This design comes from an exercise in tuning for small area and a short achievable clock period on the open sky130 flow, not from production work.
No functional check of the RTL was part of any run shown here.
No activity file was given, so power comes from the tool's default toggle rates.

File: flow/flow/run.sh
#!/bin/bash
# Layout flow: the standard flow (standard.sh, ORFS) with two changes:
#  - ports are buffered with buf_2 instead of the delay cell buffer_ports picks
#  - repair_timing aims for a larger setup margin, so the resizer works on the
#    paths that set the achieved clock period
# ORFS writes each step's full log under orfs/logs/; make's own output goes to
# flow_make.log.
set -euo pipefail
bash standard.sh \
  "BUFFER_PORTS_ARGS=-buffer_cell sky130_fd_sc_hd__buf_2" \
  SETUP_SLACK_MARGIN=14.5 \
  finish > flow_make.log 2>&1
File: flow/standard.sh
#!/bin/bash
# synth_recipe.tcl (not shown) runs the flow's synth.tcl, then flattens the netlist and writes it again
# the make line also repeats each setting of config.mk as NAME=value (left out here)
make -C /OpenROAD-flow-scripts/flow DESIGN_CONFIG=/design/flow/config.mk WORK_HOME=/design/flow/orfs CLKGATE_MAP_FILE= SYNTH_SCRIPT=/design/flow/synth_recipe.tcl "${@:-finish}"
File: flow/config.mk
export PLATFORM = sky130hd
export DESIGN_NAME = Pipeline_CPU
export DESIGN_NICKNAME = Pipeline_CPU
export VERILOG_FILES = /design/flow/design.v
export SDC_FILE = /design/flow/constraint.sdc
export NUM_CORES = 8
export LEC_CHECK = 0
export CAP_MARGIN = 20
export CORE_MARGIN = 2
export CORE_UTILIZATION = 55
export CTS_BUF_LIST = sky130_fd_sc_hd__clkbuf_16
export CTS_CLUSTER_DIAMETER = 80
export CTS_CLUSTER_SIZE = 20
export SLEW_MARGIN = 20
export SYNTH_HIERARCHICAL = 1
File: flow/constraint.sdc
create_clock -name core_clock -period 20.0 [get_ports {clk_i}]
set_input_delay 4.0000 -clock core_clock [delete_from_list [all_inputs] [get_ports {clk_i}]]
set_output_delay 4.0000 -clock core_clock [all_outputs]
set_load 0.01 [all_outputs]
File: flow/design.v
module ALU( op_i, funct_i, shamt_i, imm_i, rs_i, rt_i, result_o, rt_o, use_rt_o );
input  [5:0]  op_i;
input  [5:0]  funct_i;
input  [4:0]  shamt_i;
input  [15:0] imm_i;
input  [31:0] rs_i;
input  [31:0] rt_i;
output [31:0] result_o;
output [31:0] rt_o;
output        use_rt_o;
wire r    = op_i == 6'b000000;
wire addi = op_i == 6'b001000;
wire lw   = op_i == 6'b100011;
wire sw   = op_i == 6'b101011;
wire beq  = op_i == 6'b000100;
wire bne  = op_i == 6'b000101;
wire blt  = op_i == 6'b000110;
wire bgez = op_i == 6'b000001;
wire jr   = r & (funct_i == 6'b001000);
wire rr   = r & ~jr;
reg [3:0] aop;
always @(*) begin
  if (addi | lw | sw) aop = 4'b0010;
  else if (beq)       aop = 4'b0110;
  else if (bne)       aop = 4'b0111;
  else if (rr) begin
    case (funct_i)
      6'b100000: aop = 4'b0010;
      6'b100010: aop = 4'b0110;
      6'b100100: aop = 4'b0000;
      6'b100101: aop = 4'b0001;
      6'b100111: aop = 4'b1100;
      6'b101010: aop = 4'b0111;
      6'b000000: aop = 4'b0001;
      6'b000010: aop = 4'b0000;
      6'b000100: aop = 4'b0011;
      6'b000110: aop = 4'b0010;
      default:   aop = 4'b0000;
    endcase
  end
  else aop = 4'b0000;
end
wire imm_src = addi | lw | sw;
wire [31:0] b = imm_src ? {{16{imm_i[15]}}, imm_i} : bgez ? 32'd0 : rt_i;
wire [31:0] y   = b ^ {32{aop[2]}};
wire [31:0] sum = rs_i + y + {31'd0, aop[2]};
wire sel_and = aop[1:0] == 2'b00 & ~aop[3];
wire sel_nor = aop[1:0] == 2'b00 &  aop[3];
wire sel_or  = aop[1:0] == 2'b01;
wire sel_sum = aop[1:0] == 2'b10;
wire sel_lt  = aop[1:0] == 2'b11;
wire [31:0] orv = rs_i | b;
wire [31:0] logic_v = ({32{sel_and}} & rs_i & b) | ({32{sel_or}} & orv) | ({32{sel_nor}} & ~orv);
assign result_o = logic_v | ({32{sel_sum}} & sum) | {31'd0, sel_lt & sum[31]};
wire shift = rr & (funct_i == 6'b000000 || funct_i == 6'b000010);
wire left  = ~funct_i[1];
wire [31:0] rt_rev, sh_rev, sh;
genvar i;
generate
  for (i = 0; i < 32; i = i + 1) begin : rev
    assign rt_rev[i] = rt_i[31-i];
    assign sh_rev[i] = sh[31-i];
  end
endgenerate
assign sh = (left ? rt_rev : rt_i) >> shamt_i;
wire lui = ~(rr | addi | lw | sw | beq | bne | blt | bgez);    
assign rt_o = lui ? {imm_i, 16'd0} : shift ? (left ? sh_rev : sh) : rt_i;
assign use_rt_o = lui | shift;
endmodule
module Adder( a, b, c, s );
parameter W = 32;
input  [W-1:0] a;
input  [W-1:0] b;
input          c;
output [W-1:0] s;
localparam L = $clog2(W);
wire [W-1:0] g0 = a & b;
wire [W-1:0] p0 = a ^ b;
wire [W-1:0] G [0:2*L-1];
wire [W-1:0] P [0:2*L-1];
assign G[0] = {g0[W-1:1], g0[0] | (p0[0] & c)};
assign P[0] = p0;
genvar l, i;
generate
  for (l = 0; l < L; l = l + 1) begin : up
    for (i = 0; i < W; i = i + 1) begin : bt
      if ((i % (1 << (l+1))) == (1 << (l+1)) - 1) begin : op
        assign G[l+1][i] = G[l][i] | (P[l][i] & G[l][i - (1<<l)]);
        assign P[l+1][i] = P[l][i] & P[l][i - (1<<l)];
      end else begin : pass
        assign G[l+1][i] = G[l][i];
        assign P[l+1][i] = P[l][i];
      end
    end
  end
  for (l = L-1; l > 0; l = l - 1) begin : dn
    for (i = 0; i < W; i = i + 1) begin : bt
      if ((i % (1 << l)) == (1 << (l-1)) - 1 && i >= (1 << l)) begin : op
        assign G[2*L-l][i] = G[2*L-1-l][i] | (P[2*L-1-l][i] & G[2*L-1-l][i - (1<<(l-1))]);
        assign P[2*L-l][i] = P[2*L-1-l][i] & P[2*L-1-l][i - (1<<(l-1))];
      end else begin : pass
        assign G[2*L-l][i] = G[2*L-1-l][i];
        assign P[2*L-l][i] = P[2*L-1-l][i];
      end
    end
  end
endgenerate
assign s = p0 ^ {G[2*L-1][W-2:0], c};
endmodule
module aoi222( a, b, c, d, e, f, y );
input  a, b, c, d, e, f;
output y;
assign y = ~((a & b) | (c & d) | (e & f));
endmodule
module aoi22( a, b, c, d, y );
input  a, b, c, d;
output y;
assign y = ~((a & b) | (c & d));
endmodule
module rfmux32( d, s, y );
input  [31:0] d;
input  [31:0] s;
output        y;
wire   [10:0] n;
genvar i;
generate
  for (i = 0; i < 10; i = i + 1) begin : g
    aoi222 u( .a(d[3*i]), .b(s[3*i]), .c(d[3*i+1]), .d(s[3*i+1]), .e(d[3*i+2]), .f(s[3*i+2]), .y(n[i]) );
  end
endgenerate
aoi22 u10( .a(d[30]), .b(s[30]), .c(d[31]), .d(s[31]), .y(n[10]) );
assign y = ~(&n);
endmodule
module Reg_File( q, addr, data );
input  [1023:0] q;
input  [4:0]    addr;
output [31:0]   data;
wire   [31:0]   sel = 32'd1 << addr;
genvar b, i;
generate
  for (b = 0; b < 32; b = b + 1) begin : bits
    wire [31:0] d;
    for (i = 0; i < 32; i = i + 1) begin : regs
      assign d[i] = q[32*i+b];
    end
    rfmux32 m( .d(d), .s(sel), .y(data[b]) );
  end
endgenerate
endmodule
module Pipeline_CPU( clk_i, rst_n, imem_addr_o, imem_data_i,
                     dmem_addr_o, dmem_wdata_o, dmem_we_o, dmem_re_o, dmem_rdata_i );
input         clk_i;
input         rst_n;
output [31:0] imem_addr_o;
input  [31:0] imem_data_i;
output [31:0] dmem_addr_o;
output [31:0] dmem_wdata_o;
output        dmem_we_o;
output        dmem_re_o;
input  [31:0] dmem_rdata_i;
reg  [31:2] pc;
reg  [31:2] mem_target;
wire        pcsrc;
wire [31:2] pc4 = pc + 30'd1;
always @(posedge clk_i or negedge rst_n)
  if (!rst_n) pc <= 30'd0;
  else        pc <= pcsrc ? mem_target : pc4;
assign imem_addr_o = {pc, 2'b00};
reg [31:0] id_intr;
reg [31:2] id_pc4;
always @(posedge clk_i)
  if (!rst_n) begin
    id_intr <= 32'd0;
    id_pc4  <= 30'd0;
  end else begin
    id_intr <= imem_data_i;
    id_pc4  <= pc4;
  end
reg [31:26] ex_op;
reg [25:0]  ex_f;
reg [31:2]  ex_pc4;
always @(posedge clk_i) begin
  if (!rst_n) ex_op <= 6'b000010;
  else        ex_op <= id_intr[31:26];
  ex_f   <= id_intr[25:0];
  ex_pc4 <= id_pc4;
end
reg         wb_regwrite;
reg  [4:0]  wb_wr;
reg  [31:0] wb_data;
reg         rf_rst;
always @(posedge clk_i) rf_rst <= ~rst_n;
wire [31:0]   rf_wd = rf_rst ? 32'd0 : wb_data;
wire [1023:0] rf_q;
genvar g;
generate
  for (g = 0; g < 32; g = g + 1) begin : rf
    reg [31:0] r;
    wire we = rf_rst | (wb_regwrite & (wb_wr == g));
    always @(posedge clk_i)
      if (we) r <= (g == 29) ? {rf_wd[31:8], rf_wd[7] | rf_rst, rf_wd[6:0]} : rf_wd;
    assign rf_q[32*g+31:32*g] = r;
  end
endgenerate
wire [4:0]  ex_rs_a = ex_f[25:21];
wire [4:0]  ex_rt_a = ex_f[20:16];
wire [4:0]  ex_rd_a = ex_f[15:11];
wire [15:0] ex_imm  = ex_f[15:0];
wire e_r    = ex_op == 6'b000000;
wire e_lw   = ex_op == 6'b100011;
wire e_sw   = ex_op == 6'b101011;
wire e_beq  = ex_op == 6'b000100;
wire e_bne  = ex_op == 6'b000101;
wire e_j    = ex_op == 6'b000010;
wire e_jal  = ex_op == 6'b000011;
wire e_blt  = ex_op == 6'b000110;
wire e_bgez = ex_op == 6'b000001;
wire e_jr   = e_r & (ex_f[5:0] == 6'b001000);
wire e_branch = e_beq | e_bne | e_blt | e_bgez;
wire e_regwrite = ~(e_sw | e_beq | e_bne | e_j | e_jr | e_blt | e_bgez);
wire [4:0] e_wr = e_r ? ex_rd_a : e_jal ? 5'd31 : ex_rt_a;
wire [31:0] rs_val, rt_val;
Reg_File RS( .q(rf_q), .addr(ex_rs_a), .data(rs_val) );
Reg_File RT( .q(rf_q), .addr(ex_rt_a), .data(rt_val) );
wire [31:0] e_result, e_rt;
wire        e_use_rt;
ALU ALU1(
  .op_i(ex_op), .funct_i(ex_f[5:0]), .shamt_i(ex_f[10:6]), .imm_i(ex_imm),
  .rs_i(rs_val), .rt_i(rt_val), .result_o(e_result), .rt_o(e_rt), .use_rt_o(e_use_rt)
);
wire [1:0] e_bt = e_bne ? 2'd1 : e_blt ? 2'd2 : e_bgez ? 2'd3 : 2'd0;
wire [31:2] e_target;
Adder #(.W(30)) BA( .a(ex_pc4), .b({{14{ex_imm[15]}}, ex_imm}), .c(1'b0), .s(e_target) );
reg        mem_re, mem_we, mem_regwrite, mem_ld, mem_use_rt;
reg [1:0]  mem_bt;
reg [4:0]  mem_wr;
reg [31:0] mem_result, mem_rt;
always @(posedge clk_i) begin
  if (!rst_n) begin
    mem_re <= 1'b0;
    mem_we <= 1'b0;
    mem_regwrite <= 1'b0;
  end else begin
    mem_re <= e_lw;
    mem_we <= e_sw;
    mem_regwrite <= e_regwrite;
  end
  mem_ld     <= e_lw;
  mem_use_rt <= e_use_rt;
  mem_bt     <= e_bt;
  mem_wr     <= e_wr;
  mem_result <= e_result;
  mem_rt     <= e_rt;
  mem_target <= e_target;
end
wire mem_zero = ~|mem_result;
reg  mem_cond;
always @(*) begin
  case (mem_bt)
    2'd0: mem_cond = mem_zero;
    2'd1: mem_cond = ~mem_zero;
    2'd2: mem_cond = mem_result[0];
    default: mem_cond = ~mem_result[0];
  endcase
end
assign pcsrc = e_branch & mem_cond;
assign dmem_addr_o  = mem_result;
assign dmem_wdata_o = mem_rt;
assign dmem_re_o    = mem_re;
assign dmem_we_o    = mem_we;
always @(posedge clk_i) begin
  if (!rst_n) wb_regwrite <= 1'b0;
  else        wb_regwrite <= mem_regwrite;
  wb_wr   <= mem_wr;
  wb_data <= mem_ld ? dmem_rdata_i : mem_use_rt ? mem_rt : mem_result;
end
endmodule
==> results of run 1 <==
Yosys stat by module, one instance, submodules excluded, excerpt:
| module | cells | area [um2] | copies in the design |
|---|---|---|---|
| ALU | 940 | 6290 | 1 |
| Pipeline_CPU | 1776 | 39900 | 1 |
| Reg_File | 47 | 214 | 2 |
| aoi22 | 1 | 12.5 | 64 |
| aoi222 | 1 | 10.0 | 640 |
| rfmux32 | 4 | 23.8 | 64 |
worst max-delay path: stages (launching register included):
cell and delay (ns):
dfxtp_2 0.38, or3b_4 0.29, nor2_2 0.06, buf_12 0.18
a222oi_1 0.66, nand4_1 0.46, or3_1 0.73, a21oi_1 0.40
xnor2_1 0.17, ha_1 0.20, a21o_1 0.17, a21oi_1 0.08
nor2b_1 0.16, nor4_1 0.07, o41ai_1 0.59, a31oi_1 0.11
xor2_1 0.16, o21ai_0 0.37
metrics by stage:
step           hold slack (ns)  setup WS (ns)
2_1_floorplan            0.310          14.58
3_3_place_gp             0.311          14.23
3_5_place_dp             0.313          14.09
4_1_cts                  0.329          14.52
5_1_grt                  0.330          14.48
6_report                 0.320          14.54
cell families after synthesis:
kind of cell,Yosys count
compound gates,1181
xor+xnor,103
fa+ha+maj,81
buf+inv,170
flops,1323
mux,156
other cells,1
simple gates,899
sequential cells by signal (all words and copies together) (netlist names):
name / flops
ex_f: 26
ex_op: 6
ex_pc4: 30
id_intr: 32
id_pc4: 30
mem_bt: 2
mem_ld: 1
mem_re: 1
mem_regwrite: 1
mem_result: 32
mem_rt: 32
mem_target: 30
mem_use_rt: 1
mem_we: 1
mem_wr: 5
pc: 30
rf.r: 1024
rf_rst: 1
wb_data: 32
wb_regwrite: 1
wb_wr: 5
routing by layer:
layer	vias to the layer above	track usage, %	routed length (um)
met5	-	0	104
met4	16	22.2	14800
met3	667	8.73	30600
met2	3884	60.1	94900
met1	21343	53.1	74400
li1	17507	-	-
cell type report:
cell class,count,area (um2),area share (%)
well taps,1368,1710,2.71
diodes,6,15.0,0.0238
clock buffers,78,1950,3.09
flip-flops and latches,1323,36900,58.4
inverters,53,199,0.315
clock inverters,62,398,0.630
repair buffers,314,2120,3.36
multi-input cells,2423,19900,31.4
power by group:
part	internal, mW	switching (mW)
Clock	0.770	0.901
Sequential	3.33	0.211
Combinational	0.370	0.748
Total	4.47	1.86
what timing repair did:
| action | 4_1_cts | 5_1_grt |
|---|---|---|
| pin swaps | 6 | 38 |
| setup buffers | 2 | 11 |
| resized for setup | 33 | 71 |
| setup endpoints to repair | 16 | 11 |
path summary, 6_finish.rpt:
check                                            from                     end  slack [ns]  cells after the start
min in group asynchronous                       rst_n        pc[27]$_DFF_PN0_        3.27                      1
worst min register to register  id_intr[1]$_SDFF_PN0_         ex_f[1]$_DFF_P_        0.32                      0
worst min-delay path            id_intr[1]$_SDFF_PN0_         ex_f[1]$_DFF_P_        0.32                      0
worst max register to register       ex_f[16]$_DFF_P_  mem_result[29]$_DFF_P_       14.54                     17
max in group asynchronous                       rst_n         pc[5]$_DFF_PN0_       15.74                      2
worst max-delay path                 ex_f[16]$_DFF_P_  mem_result[29]$_DFF_P_       14.54                     17
synth_stat cells (all sizes together), types with 20 or more instances:
cell / instances
mux2: 59
mux2i: 65
or3: 70
xor2: 30
edfxtp: 1024
dfxtp: 269
a22oi: 98
o21ai: 158
buf: 20
inv: 50
a21oi: 128
mux4: 32
a21o: 35
ha: 64
clkbuf: 97
nand3: 113
nand2: 129
xnor2: 73
a222oi: 640
nor2: 201
nor3: 27
dfrtp: 30
nand4: 144
nor2b: 39
and2: 81
==> results.txt, run 1 <==
status=finished clean; Final Cycle Share=27.3%; post-synthesis compound-gate area fraction=18.0%; Final Net Count=4339; total wire length=215000 um; Finished Cell Area=63200 um2; Post-synth EDFFs=1024; number of global-route vias before repair=41027; # clock sinks=1323; RSZ-0062 raised after global routing=false; Worst setup SP type=register; first-pass GRT wire length=301000 um; Die Wd=325 um; post-DR vias/cell=~7.7; commonest non-fill, non-tap cell in the layout=edfxtp_1; Congestion Overflow GR=0; GR Util All Layers=between 30% and 40%; most frequent cells in the layout=edfxtp_1 (1024), a222oi_1 (640), dfxtp_1 (254); Final Skew=0.0336 ns; MaxCap Viol Count=0; Mapped Area=56600 um2; Cell Area, Placed=60300 um2; Period minus WS final=5.46 ns; post-synthesis mux area share=3.60%; top cell type by total area after synthesis=edfxtp_1; Synth top area share=54.3%; Reg clk slew, reported paths=0.09 ns; cts hold-fix bufs=0; I/O pin count=164; Distinct cells, synth=between 90 and 100; number of fill cells=7705; Worst slew margin=a little under a quarter; CTS tree=yes; Post-Synth Simple-Gate Area=roughly 8.4%; Placeable Area=between 100000 and 150000 um2; Final setup viols=0; CP Data Arrival Time=5.98 ns; Synth Flop Type=edfxtp_1; Die ar.=105000 um2; fmax=183 MHz; root buffer cell=clkbuf_16; fin cells=5627; Synth Register Bits=1323; drt initial violations=10722; YS warnings=9; final design utilization=62.0%; Hold WC Path Type=register to register; ys async rst share=2.27%; Avg WL per Cell=about 38 um; pin count of the biggest net entering global routing=65; starting density of the core=between 50% and 60%; Worst Setup Path Type=register to register; Tot Pwr=around 6.3 mW; crit-path max FO=32; post-synthesis sequential area ratio=about two thirds; Synth Area in Adders=2.02%; largest family of logic cells by synthesized area=compound AO/OA/AOI/OAI gates; post-synthesis xor/xnor area fraction=1.59%; chip height=325 um; post-synthesis cell count=roughly 3900; P_leak=22.8 nW; detailed-route via count=between 40000 and 50000; Clk Latency, worst-skew pair=0.70 ns; Avg Inst Size Synth=between 10 and 15 um2; H-Tree Level Count=3; GPL Wtd Cong=1.06; DRC errors left=0; Port Buffers=161; share of layout cells above drive strength 1=18.3%; largest cells by area after synthesis=edfxtp_1 (54%), a222oi_1 (11%), dfxtp_1 (9.5%); Worst-Margin Slew=1.16 ns; VDD IR-drop max=0.0930 mV; number of routed nets with antenna violations=0; Syn-to-layout area delta=11.6%; clk buf depth=3; CP Capture Type=register; pwr/cell area=100 nW/um2; Max Slew Vio Count=0; DP HPWL=136000 um; cts bufs inserted=77; placement row count=117; Post-Place Cells=5467; antenna violations before repair=21; final hold violations=0; First-pass DRT Iterations=19; CP Data Required Time=20.53 ns; setup TNS=0 ns
==> run 2, diff against run 1 <==
--- a/flow/design.v
+++ b/flow/design.v
@@ -1,4 +1,4 @@
-module ALU( op_i, funct_i, shamt_i, imm_i, rs_i, rt_i, result_o, rt_o, use_rt_o );
+module ALU( op_i, funct_i, shamt_i, imm_i, rs_i, rt_i, result_o, cond_o );
 input  [5:0]  op_i;
 input  [5:0]  funct_i;
 input  [4:0]  shamt_i;
@@ -6,8 +6,7 @@
 input  [31:0] rs_i;
 input  [31:0] rt_i;
 output [31:0] result_o;
-output [31:0] rt_o;
-output        use_rt_o;
+output        cond_o;
 wire r    = op_i == 6'b000000;
 wire addi = op_i == 6'b001000;
 wire lw   = op_i == 6'b100011;
@@ -44,14 +43,17 @@
 wire [31:0] b = imm_src ? {{16{imm_i[15]}}, imm_i} : bgez ? 32'd0 : rt_i;
 wire [31:0] y   = b ^ {32{aop[2]}};
 wire [31:0] sum = rs_i + y + {31'd0, aop[2]};
-wire sel_and = aop[1:0] == 2'b00 & ~aop[3];
-wire sel_nor = aop[1:0] == 2'b00 &  aop[3];
-wire sel_or  = aop[1:0] == 2'b01;
-wire sel_sum = aop[1:0] == 2'b10;
-wire sel_lt  = aop[1:0] == 2'b11;
 wire [31:0] orv = rs_i | b;
-wire [31:0] logic_v = ({32{sel_and}} & rs_i & b) | ({32{sel_or}} & orv) | ({32{sel_nor}} & ~orv);
-assign result_o = logic_v | ({32{sel_sum}} & sum) | {31'd0, sel_lt & sum[31]};
+reg  [31:0] alu;
+always @(*) begin
+  case (aop[1:0])
+    2'b00: alu = aop[3] ? ~orv : (rs_i & b);
+    2'b01: alu = orv;
+    2'b10: alu = sum;
+    default: alu = {31'd0, sum[31]};
+  endcase
+end
+wire zero = ~|alu;
 wire shift = rr & (funct_i == 6'b000000 || funct_i == 6'b000010);
 wire left  = ~funct_i[1];
 wire [31:0] rt_rev, sh_rev, sh;
@@ -64,48 +66,8 @@
 endgenerate
 assign sh = (left ? rt_rev : rt_i) >> shamt_i;
 wire lui = ~(rr | addi | lw | sw | beq | bne | blt | bgez);    
-assign rt_o = lui ? {imm_i, 16'd0} : shift ? (left ? sh_rev : sh) : rt_i;
-assign use_rt_o = lui | shift;
-endmodule
-module Adder( a, b, c, s );
-parameter W = 32;
-input  [W-1:0] a;
-input  [W-1:0] b;
-input          c;
-output [W-1:0] s;
-localparam L = $clog2(W);
-wire [W-1:0] g0 = a & b;
-wire [W-1:0] p0 = a ^ b;
-wire [W-1:0] G [0:2*L-1];
-wire [W-1:0] P [0:2*L-1];
-assign G[0] = {g0[W-1:1], g0[0] | (p0[0] & c)};
-assign P[0] = p0;
-genvar l, i;
-generate
-  for (l = 0; l < L; l = l + 1) begin : up
-    for (i = 0; i < W; i = i + 1) begin : bt
-      if ((i % (1 << (l+1))) == (1 << (l+1)) - 1) begin : op
-        assign G[l+1][i] = G[l][i] | (P[l][i] & G[l][i - (1<<l)]);
-        assign P[l+1][i] = P[l][i] & P[l][i - (1<<l)];
-      end else begin : pass
-        assign G[l+1][i] = G[l][i];
-        assign P[l+1][i] = P[l][i];
-      end
-    end
-  end
-  for (l = L-1; l > 0; l = l - 1) begin : dn
-    for (i = 0; i < W; i = i + 1) begin : bt
-      if ((i % (1 << l)) == (1 << (l-1)) - 1 && i >= (1 << l)) begin : op
-        assign G[2*L-l][i] = G[2*L-1-l][i] | (P[2*L-1-l][i] & G[2*L-1-l][i - (1<<(l-1))]);
-        assign P[2*L-l][i] = P[2*L-1-l][i] & P[2*L-1-l][i - (1<<(l-1))];
-      end else begin : pass
-        assign G[2*L-l][i] = G[2*L-1-l][i];
-        assign P[2*L-l][i] = P[2*L-1-l][i];
-      end
-    end
-  end
-endgenerate
-assign s = p0 ^ {G[2*L-1][W-2:0], c};
+assign result_o = lui ? {imm_i, 16'd0} : shift ? (left ? sh_rev : sh) : alu;
+assign cond_o = bne ? ~zero : blt ? alu[0] : bgez ? ~alu[0] : zero;
 endmodule
 module aoi222( a, b, c, d, e, f, y );
 input  a, b, c, d, e, f;
@@ -222,17 +184,14 @@
 wire [31:0] rs_val, rt_val;
 Reg_File RS( .q(rf_q), .addr(ex_rs_a), .data(rs_val) );
 Reg_File RT( .q(rf_q), .addr(ex_rt_a), .data(rt_val) );
-wire [31:0] e_result, e_rt;
-wire        e_use_rt;
+wire [31:0] e_result;
+wire        e_cond;
 ALU ALU1(
   .op_i(ex_op), .funct_i(ex_f[5:0]), .shamt_i(ex_f[10:6]), .imm_i(ex_imm),
-  .rs_i(rs_val), .rt_i(rt_val), .result_o(e_result), .rt_o(e_rt), .use_rt_o(e_use_rt)
+  .rs_i(rs_val), .rt_i(rt_val), .result_o(e_result), .cond_o(e_cond)
 );
-wire [1:0] e_bt = e_bne ? 2'd1 : e_blt ? 2'd2 : e_bgez ? 2'd3 : 2'd0;
-wire [31:2] e_target;
-Adder #(.W(30)) BA( .a(ex_pc4), .b({{14{ex_imm[15]}}, ex_imm}), .c(1'b0), .s(e_target) );
-reg        mem_re, mem_we, mem_regwrite, mem_ld, mem_use_rt;
-reg [1:0]  mem_bt;
+wire [31:2] e_target = ex_pc4 + {{14{ex_imm[15]}}, ex_imm};
+reg        mem_re, mem_we, mem_regwrite, mem_cond;
 reg [4:0]  mem_wr;
 reg [31:0] mem_result, mem_rt;
 always @(posedge clk_i) begin
@@ -245,23 +204,11 @@
     mem_we <= e_sw;
     mem_regwrite <= e_regwrite;
   end
-  mem_ld     <= e_lw;
-  mem_use_rt <= e_use_rt;
-  mem_bt     <= e_bt;
+  mem_cond   <= e_cond;
   mem_wr     <= e_wr;
   mem_result <= e_result;
-  mem_rt     <= e_rt;
+  mem_rt     <= rt_val;
   mem_target <= e_target;
-end
-wire mem_zero = ~|mem_result;
-reg  mem_cond;
-always @(*) begin
-  case (mem_bt)
-    2'd0: mem_cond = mem_zero;
-    2'd1: mem_cond = ~mem_zero;
-    2'd2: mem_cond = mem_result[0];
-    default: mem_cond = ~mem_result[0];
-  endcase
 end
 assign pcsrc = e_branch & mem_cond;
 assign dmem_addr_o  = mem_result;
@@ -272,6 +219,6 @@
   if (!rst_n) wb_regwrite <= 1'b0;
   else        wb_regwrite <= mem_regwrite;
   wb_wr   <= mem_wr;
-  wb_data <= mem_ld ? dmem_rdata_i : mem_use_rt ? mem_rt : mem_result;
-end
-endmodule
+  wb_data <= mem_re ? dmem_rdata_i : mem_result;
+end
+endmodule
==> run 2 against run 1 <==
Against the previous run:
- routed wire length grew 4.4%
- synthesized cell count up 5.1%
- clock skew increased by 0.013 ns
- clock power is essentially flat
- area after synthesis increased by 0.87%
- highest routed layer unchanged
==> results.txt, run 2 <==
Worst slew margin=25.0% (+2.4 points); antenna violations before repair=7 (-67%); Post-synth EDFFs=1024 (unchanged); Syn-to-layout area delta=13.9%; Die ar.=106000 um2 (+0.86%); count leader, synth=edfxtp_1; CP Capture Type=register; Avg WL per Cell=38.1 um (-0.12%); most frequent cells in the layout=edfxtp_1 (1024), a222oi_1 (640), dfxtp_1 (258); first-pass GRT wire length=309000 um (+2.7%); largest cells by area after synthesis=edfxtp_1 (54%), a222oi_1 (11%), dfxtp_1 (9.3%); Synth top area share=53.9% (-0.47 points); First-pass DRT Iterations=14 (-5); cts hold-fix bufs=0 (unchanged); MaxCap Viol Count=0 (unchanged); Worst Reg2Reg Path Length in Cells=20 (+3); met1 wire length=81800 um (+10%); GPL Wtd Cong=0.995 (-6.4%); CP Data Arrival Time=6.55 ns (+0.57 ns); top cell type by total area after synthesis=edfxtp_1; VDD IR-drop max=0.0787 mV (-15%); root buffer cell=clkbuf_16; max reg flops=1024 (unchanged); Synth Register Bits=1320 (-0.23%); Worst Setup Path Type=register to register; number of global-route vias before repair=41933 (+2.2%); number of routed nets with antenna violations=0 (unchanged); Mapped Area=57100 um2 (+0.87%); commonest non-fill, non-tap cell in the layout=edfxtp_1; Period minus WS final=5.93 ns (+0.477 ns); Pint=4.47 mW (about the same); cts bufs inserted=78 (+1.3%); DP HPWL=137000 um (+0.92%); DR WL met2=94500 um (-0.41%); Worst-Margin Slew=1.12 ns (-0.0398 ns); DRC errors left=0 (unchanged); Hold WC Path Type=register to register; Placeable Area=103000 um2 (+1.3%); GR Util All Layers=40.8% (+1.2 points); Final Skew=0.0461 ns (+0.0125 ns); detailed-route via count=44949 (+3.5%); switching share of power=30.3% (+0.94 points); pwr/cell area=98.8 nW/um2 (-1.4%); setup TNS=0 ns (unchanged); Clk Latency, worst-skew pair=0.70 ns (about the same); routed wl met3=32700 um (+6.9%); sequential share of power=54.3% (-1.6 points); post-DR vias/cell=7.64 (-0.94%); post-synthesis cell count=4113 (+5.1%); drt initial violations=9998 (-6.8%); crit-path max FO=32 (unchanged); # clock sinks=1320 (-0.23%); Final Cycle Share=29.7% (+2.4 points); Synth Flop Type=edfxtp_1; RSZ-0062 raised after global routing=true; Final setup viols=0 (unchanged); Reg clk slew, reported paths=0.09 ns (about the same); CTS tree=yes; Avg Inst Size Synth=13.9 um2 (-4.0%); synth cell count leaders=edfxtp_1 (1024), a222oi_1 (640), nor2_1 (314); I/O pin count=164 (unchanged); Port Buffers=161 (unchanged); clk buf depth=3 (unchanged); YS warnings=8 (-1); chip height=326 um (+0.43%); DR top layer=met5; ys async rst share=2.27% (+0.0052 points); Congestion Overflow GR=0 (unchanged); starting density of the core=55.3% (-0.23 points); Distinct cells, synth=93 (unchanged); final hold violations=0 (unchanged); Die Wd=326 um (+0.43%); pin count of the biggest net entering global routing=60 (-7.7%); P_sw=1.95 mW (+4.7%); P_leak=23.2 nW (+1.5%); Worst setup SP type=register; H-Tree Level Count=3 (unchanged); Tot Pwr=6.42 mW (+1.4%); placement row count=118 (+0.85%); Final Net Count=4580 (+5.6%); Top reg by flops=rf.r; share of layout cells above drive strength 1=20.5% (+2.1 points); post-synthesis sequential area ratio=64.5% (-0.67 points); status=finished clean; Clk pwr share=26.0% (-0.4 points); total wire length=224000 um (+4.4%); CP Data Required Time=20.62 ns (+0.09 ns); combinational fraction of design power=19.7% (+2.0 points); Max Slew Vio Count=0 (unchanged); fmax=169 MHz (-8.0%); hold depth=0 (unchanged)
-- run 2: cell count changes in the layout (fill, tap and decap cells not counted), sizes merged, moves of 17 or more --
cell	before	now
nor2	201	315
buf	314	386
a21oi	128	183
o21ai	158	107
nand2	129	179
and2	81	51
inv	107	77
mux2i	65	37
a22oi	98	72
xnor2	73	51
a211oi	12	32
nand4	144	162
o31ai	3	20
-- run 2: critical path: stages (launching register included) --
cell,delay [ns]
dfxtp_4,0.40
or2_4,0.23
nor2_4,0.07
buf_12,0.20
a222oi_1,0.64
nand4_1,0.47
or3_4,0.55
and3_1,0.18
a21oi_2,0.18
xnor2_1,0.18
ha_1,0.29
a21oi_1,0.27
o21ai_0,0.14
a21oi_2,0.27
o21ai_2,0.16
xor2_1,0.16
a221o_1,0.34
or4_1,0.59
nor4_2,0.27
nand3_1,0.11
a21oi_1,0.14
-- run 2: cell type report --
class | instances | area [um2]
tap | 1380 | 1730
clock inverter | 54 | 299
sequential | 1320 | 36900
timing repair buffer | 392 | 2900
multi-input combinational | 2627 | 21100
fill | 7861 | 38200
inverter | 26 | 97.6
clock buffer | 81 | 2030
antenna | 1 | 2.50
-- run 2: through the flow --
step	area [um2]	util, %	instances	hold WS, ns	setup WS [ns]
finish	65000	63.0	5881	0.324	14.07
global placement	60900	59.1	5665	0.310	13.24
detailed placement	61000	59.1	5666	0.312	13.19
CTS	64100	62.2	5835	0.327	14.31
floorplan	57200	-	4114	0.310	14.60
global route	65000	63.0	5880	0.335	14.02
-- run 2: cells by family (layout without fill, tap and decap cells) --
logic type / after synthesis / after routing / share of synthesized area (%)
AND/OR/NAND/NOR: 1099 / 1099 / 9.80
XOR/XNOR: 95 / 95 / 1.46
buffers and inverters: 167 / 553 / 1.17
other: 1 / 3 / 0.00657
flip-flops: 1320 / 1320 / 64.5
multiplexers: 118 / 118 / 2.86
AO/OA/AOI/OAI: 1244 / 1244 / 18.6
adder cells (fa/ha/maj): 69 / 69 / 1.54
-- run 2: what timing repair did --
| item | in CTS | in global routing |
|---|---|---|
| buffers inserted | 31 | 42 |
| gates cloned | 3 | 2 |
| endpoints found under the setup margin | 30 | 19 |
| gates resized for setup | 120 | 91 |
| pin swaps | 43 | 65 |
-- run 2: worst paths after layout --
| kind | from | end | slack [ns] |
|---|---|---|---|
| max | ex_f[20]$_DFF_P_ | mem_cond$_DFF_P_ | 14.07 |
| min | id_pc4[29]$_SDFF_PN0_ | ex_pc4[29]$_DFF_P_ | 0.32 |
| max reg2reg | ex_f[20]$_DFF_P_ | mem_cond$_DFF_P_ | 14.07 |
| min reg2reg | id_pc4[29]$_SDFF_PN0_ | ex_pc4[29]$_DFF_P_ | 0.32 |
| max in group asynchronous | rst_n | pc[3]$_DFF_PN0_ | 15.84 |
| min in group asynchronous | rst_n | pc[11]$_DFF_PN0_ | 3.31 |
-- run 2: per-module statistics from Yosys, one instance, submodules excluded --
module / copies in the design / cells inside / area (um2)
ALU: 1 / 1131 / 7250
Pipeline_CPU: 1 / 1928 / 40700
Reg_File: 2 / 47 / 214
aoi22: 64 / 1 / 12.5
aoi222: 640 / 1 / 10.0
rfmux32: 64 / 4 / 23.8
-- run 2: power groups by stage --
stage          Combinational [mW]  Clock (mW)  Sequential (mW)
2_1_floorplan               0.648           0             3.50
3_3_place_gp                 1.14           0             3.53
3_5_place_dp                 1.14           0             3.54
4_1_cts                      1.17        1.68             3.48
5_1_grt                      1.32        1.77             3.52
6_report                     1.27        1.67             3.49
-- run 2: metal layers --
metal,global-route usage (%),vias to the layer above
li1,-,18445
met1,56.5,22061
met2,58.4,3834
met3,10.5,601
met4,23.7,8
met5,0.665,-

## separate check: timing with driven ports
No port has a modelled driver above. Below, the same layouts with a new extraction and two added sets of constraints. Step 1: set_driving_cell puts a clkbuf_16 on clk_i and a buf_2 on each other input, an assumption about the parent block. Step 2, shift: input delay + t, output delay - t, t = (earliest + latest rising clock arrival at the registers) / 2. This alone moves slack from input paths to output paths. Three values: ideal, step 1, step 2; two values: the first two.
run	t (ns)	setup WS [ns]	worst setup path at the end	worst register clock-pin slew, ns	worst data-port slew with drivers (ns)
run 1	0.758	14.544 / 14.514 / 14.470	input to register	0.09 / 0.09	0.08
run 2	0.760	14.067 / 14.067 / 14.067	register to register	0.10 / 0.10	0.11
After both steps setup and hold are still met in every run listed. The setup slack of run 1, which loses most, moves by -0.030 ns with the drivers and by -0.074 ns with both steps.
